From an optimization exercise on the open Yosys and OpenROAD flow, aimed at small area; shortcuts taken in it are not production practice.
In this exercise RTL edits were held to simulation tests only and were not proved equivalent to the original.
Power and IR drop assume default switching activity.

==> flow/design.v <==
`timescale 1ns / 1ps
module FIFO #(
	parameter WIDTH = 8,
	parameter DEPTH = 8
	)(
	input clk,
	input rst_n,
	input [WIDTH - 1:0] writeData,
	input writeEn,
	output [WIDTH - 1:0] readData,
	input readEn,
	output full,
	output empty
	);
	localparam AW = $clog2(DEPTH);
	logic [AW:0] count;  
	logic [DEPTH - 1:0][WIDTH - 1:0] mem;
	assign full = count[AW];
	assign empty = count == 0;
	assign readData = mem[count[AW - 1:0]];
	always @(posedge clk) begin
		if (writeEn)
			mem <= {mem[DEPTH - 2:0], writeData};
		if (~rst_n)
			count <= 0;
		else if (writeEn & ~readEn)
			count <= count + 1'b1;
		else if (readEn & ~writeEn)
			count <= count - 1'b1;
	end
endmodule
`timescale 1ns / 1ps
module SPIwithFIFO #(
	parameter WIDTH = 8,
	parameter TxFIFODepth = 8,
	parameter RxFIFODepth = 8
	)(
	input clk,
	input rst_n,
    input CS_n,
    input SCLK,
    input MOSI,
    output MISO,
	output [WIDTH - 1:0] RXdata,
	input readEn,
	output RXFIFOempty,
	output RXFIFOfull,
	output TXFIFOempty,
	output TXFIFOfull,
	input [WIDTH - 1:0] TXdata,
	input writeEn
    );
	localparam RXAW = $clog2(RxFIFODepth);
	logic CS_nHist;  
	logic prevSCLK;
	logic CS_nFallingEdge;
	logic sclkRise, sclkFall;
	assign CS_nFallingEdge = CS_nHist & ~CS_n;
	assign sclkRise = ~prevSCLK & SCLK;
	assign sclkFall = prevSCLK & ~SCLK;
	always @(posedge clk) begin
		CS_nHist <= CS_n;
		prevSCLK <= SCLK;
	end
	logic [WIDTH - 1:0] shiftIn;
	logic [2:0] rxBitCount;
	logic rxByteDone;    
	logic writeRXFIFO;   
	always @(posedge clk) begin
		if (sclkRise)
			shiftIn <= {shiftIn[WIDTH - 2:0], MOSI};
		if (~rst_n) begin
			rxBitCount <= 3'b000;
			rxByteDone <= 1'b0;
			writeRXFIFO <= 1'b0;
		end else begin
			writeRXFIFO <= rxByteDone;
			rxByteDone <= sclkRise && rxBitCount == 3'b100;  
			if (CS_nFallingEdge)
				rxBitCount <= 3'b000;
			else if (sclkRise)
				rxBitCount <= {rxBitCount[1:0], ~(rxBitCount[2] ^ (rxBitCount[1] & ~rxBitCount[0]))};
		end
	end
	logic [RxFIFODepth - 1:0][WIDTH - 1:0] rxMem;
	logic [RXAW - 1:0] rxCount;  
	logic rxPending;
	logic rxShift;
	logic [WIDTH - 1:0] rxMux;
	always @* begin
		rxMux = 0;
		for (int j = 0; j < RxFIFODepth; j = j + 1)
			rxMux = rxMux | (rxMem[j] & {WIDTH{rxCount == j}});
	end
	assign RXdata = rxMux;
	assign RXFIFOempty = rxCount == 0;
	assign RXFIFOfull = rxPending;
	assign rxShift = writeRXFIFO ? (~&rxCount | readEn) : (rxPending & readEn);
	always @(posedge clk) begin
		if (~rst_n)
			rxMem[0] <= 0;  
		else if (rxShift)
			rxMem <= {rxMem[RxFIFODepth - 2:0], shiftIn};
		if (~rst_n) begin
			rxCount <= 0;
			rxPending <= 1'b0;
		end else begin
			if (rxShift & ~readEn)
				rxCount <= rxCount + 1'b1;
			else if (readEn & ~rxShift)
				rxCount <= rxCount - 1'b1;
			if (rxPending)
				rxPending <= ~readEn;
			else
				rxPending <= writeRXFIFO & (&rxCount) & ~readEn;
		end
	end
	logic [WIDTH - 1:0] shiftOut;
	logic [3:0] txBitCount;
	logic [3:0] txBitCountDec;
	logic readTXFIFO;   
	logic loadTX;       
	logic [WIDTH - 1:0] TXFIFOdata;
	assign MISO = shiftOut[WIDTH - 1];
	assign txBitCountDec = {txBitCount[2:0],
		txBitCount[2] ? (txBitCount[3] ^ (txBitCount[1] & txBitCount[0])) : ~txBitCount[3]};
	FIFO #(.WIDTH(WIDTH), .DEPTH(TxFIFODepth)) TXFIFO (
		.clk(clk),
		.rst_n(rst_n),
		.writeData(TXdata),
		.writeEn(writeEn),
		.readData(TXFIFOdata),
		.readEn(readTXFIFO),
		.full(TXFIFOfull),
		.empty(TXFIFOempty)
	);
	logic startTX;
	assign startTX = ~readTXFIFO & ~loadTX && txBitCount == 4'b0000 && ~TXFIFOempty && ~CS_nFallingEdge;
	always @(posedge clk) begin
		if (~rst_n) begin
			shiftOut <= 0;
			txBitCount <= 4'b0110;
			readTXFIFO <= 1'b0;
			loadTX <= 1'b0;
		end else begin
			readTXFIFO <= startTX;
			loadTX <= readTXFIFO;
			if (sclkFall)
				shiftOut <= {shiftOut[WIDTH - 2:0], 1'b0};
			else if (loadTX)
				shiftOut <= TXFIFOdata;
			if (sclkFall)
				txBitCount <= txBitCountDec;
			else if (startTX | CS_nFallingEdge)
				txBitCount <= 4'b0110;
		end
	end
endmodule
==> flow/config.mk <==
export PLATFORM = sky130hd
export DESIGN_NAME = SPIwithFIFO
export DESIGN_NICKNAME = SPIwithFIFO
export VERILOG_FILES = /design/flow/design.v
export SDC_FILE = /design/flow/constraint.sdc
export NUM_CORES = 4
export LEC_CHECK = 0
export CAP_MARGIN = 20
export CORE_MARGIN = 2
export CORE_UTILIZATION = 70
export CTS_BUF_LIST = sky130_fd_sc_hd__clkbuf_8
export SLEW_MARGIN = 20
==> flow/constraint.sdc <==
create_clock -name core_clock -period 5.0 [get_ports {clk}]
set_input_delay 1.0000 -clock core_clock [delete_from_list [all_inputs] [get_ports {clk}]]
set_output_delay 1.0000 -clock core_clock [all_outputs]
set_load 0.01 [all_outputs]
standard.sh (not shown) runs the stock make flow with config.mk's settings and CLKGATE_MAP_FILE= SYNTH_SCRIPT=/design/flow/synth_recipe.tcl, a recipe that flattens the netlist after the stock synthesis.
==> flow/flow/run.sh <==
#!/bin/bash
# The standard layout (standard.sh), except that:
# - the input and output ports get the smallest buffer cell;
# - clock tree synthesis adds no dummy loads (cells that only balance the
#   load of the clock tree's leaf nets).
# Each tool's output goes to its own log under orfs/logs; standard.log holds
# the make output.
export BUFFER_PORTS_ARGS="-buffer_cell sky130_fd_sc_hd__buf_1"
export CTS_ARGS="-sink_clustering_enable -repair_clock_nets -buf_list sky130_fd_sc_hd__clkbuf_8 -dont_use_dummy_load"
bash standard.sh > standard.log 2>&1
Rerun with:
--- a/flow/design.v
+++ b/flow/design.v
@@ -6,9 +6,9 @@
 	input clk,
 	input rst_n,
 	input [WIDTH - 1:0] writeData,
 	input writeEn,
-	output [WIDTH - 1:0] readData,
+	output logic [WIDTH - 1:0] readData,
 	input readEn,
 	output full,
 	output empty
 	);
@@ -16,9 +16,13 @@
 	logic [AW:0] count;  
 	logic [DEPTH - 1:0][WIDTH - 1:0] mem;
 	assign full = count[AW];
 	assign empty = count == 0;
-	assign readData = mem[count[AW - 1:0]];
+	always_comb begin
+		readData = 0;
+		for (int j = 0; j < DEPTH; j = j + 1)
+			readData = readData | (mem[j] & {WIDTH{count[AW - 1:0] == j}});
+	end
 	always @(posedge clk) begin
 		if (writeEn)
 			mem <= {mem[DEPTH - 2:0], writeData};
 		if (~rst_n)
@@ -86,9 +90,9 @@
 	logic [RXAW - 1:0] rxCount;  
 	logic rxPending;
 	logic rxShift;
 	logic [WIDTH - 1:0] rxMux;
-	always @* begin
+	always_comb begin
 		rxMux = 0;
 		for (int j = 0; j < RxFIFODepth; j = j + 1)
 			rxMux = rxMux | (rxMem[j] & {WIDTH{rxCount == j}});
 	end
Final area is higher slightly.
Area after synthesis fell slightly.
Combinational power rises by roughly a tenth.
Synthesized cell count rose by a few percent.
Core utilization goes up by 0.36 points.
Routed wire length rose by a few percent.
Critical path depth does not change.
Register-to-register slack degrades by 0.85 ns.
Clock power came out higher slightly.

[separate check: timing with driven ports]
In the flow no input, the clock included, has a driving cell. The finished layouts below were timed again as built, in two steps. Step 1, drivers: a clkbuf_16 drives clk and a buf_2 each remaining input, both assumed. Step 2, shift: input delay + t, output delay - t, t = (earliest + latest rising clock arrival at the registers) / 2. This alone moves slack from input paths to output paths. a / b / c = ideal ports / drivers / drivers and shift; a / b = the first two.
| run | t (ns) | setup slack, ns | worst setup path after step 2 | clock arrival spread, ns |
|---|---|---|---|---|
| the first run | 0.449 | 1.620 / 1.590 / 2.038 | register to output | 0.034 / 0.035 |
| the second run | 0.453 | 1.625 / 1.589 / 1.656 | input to register | 0.036 / 0.035 |
After both steps setup and hold are still met in every run listed.
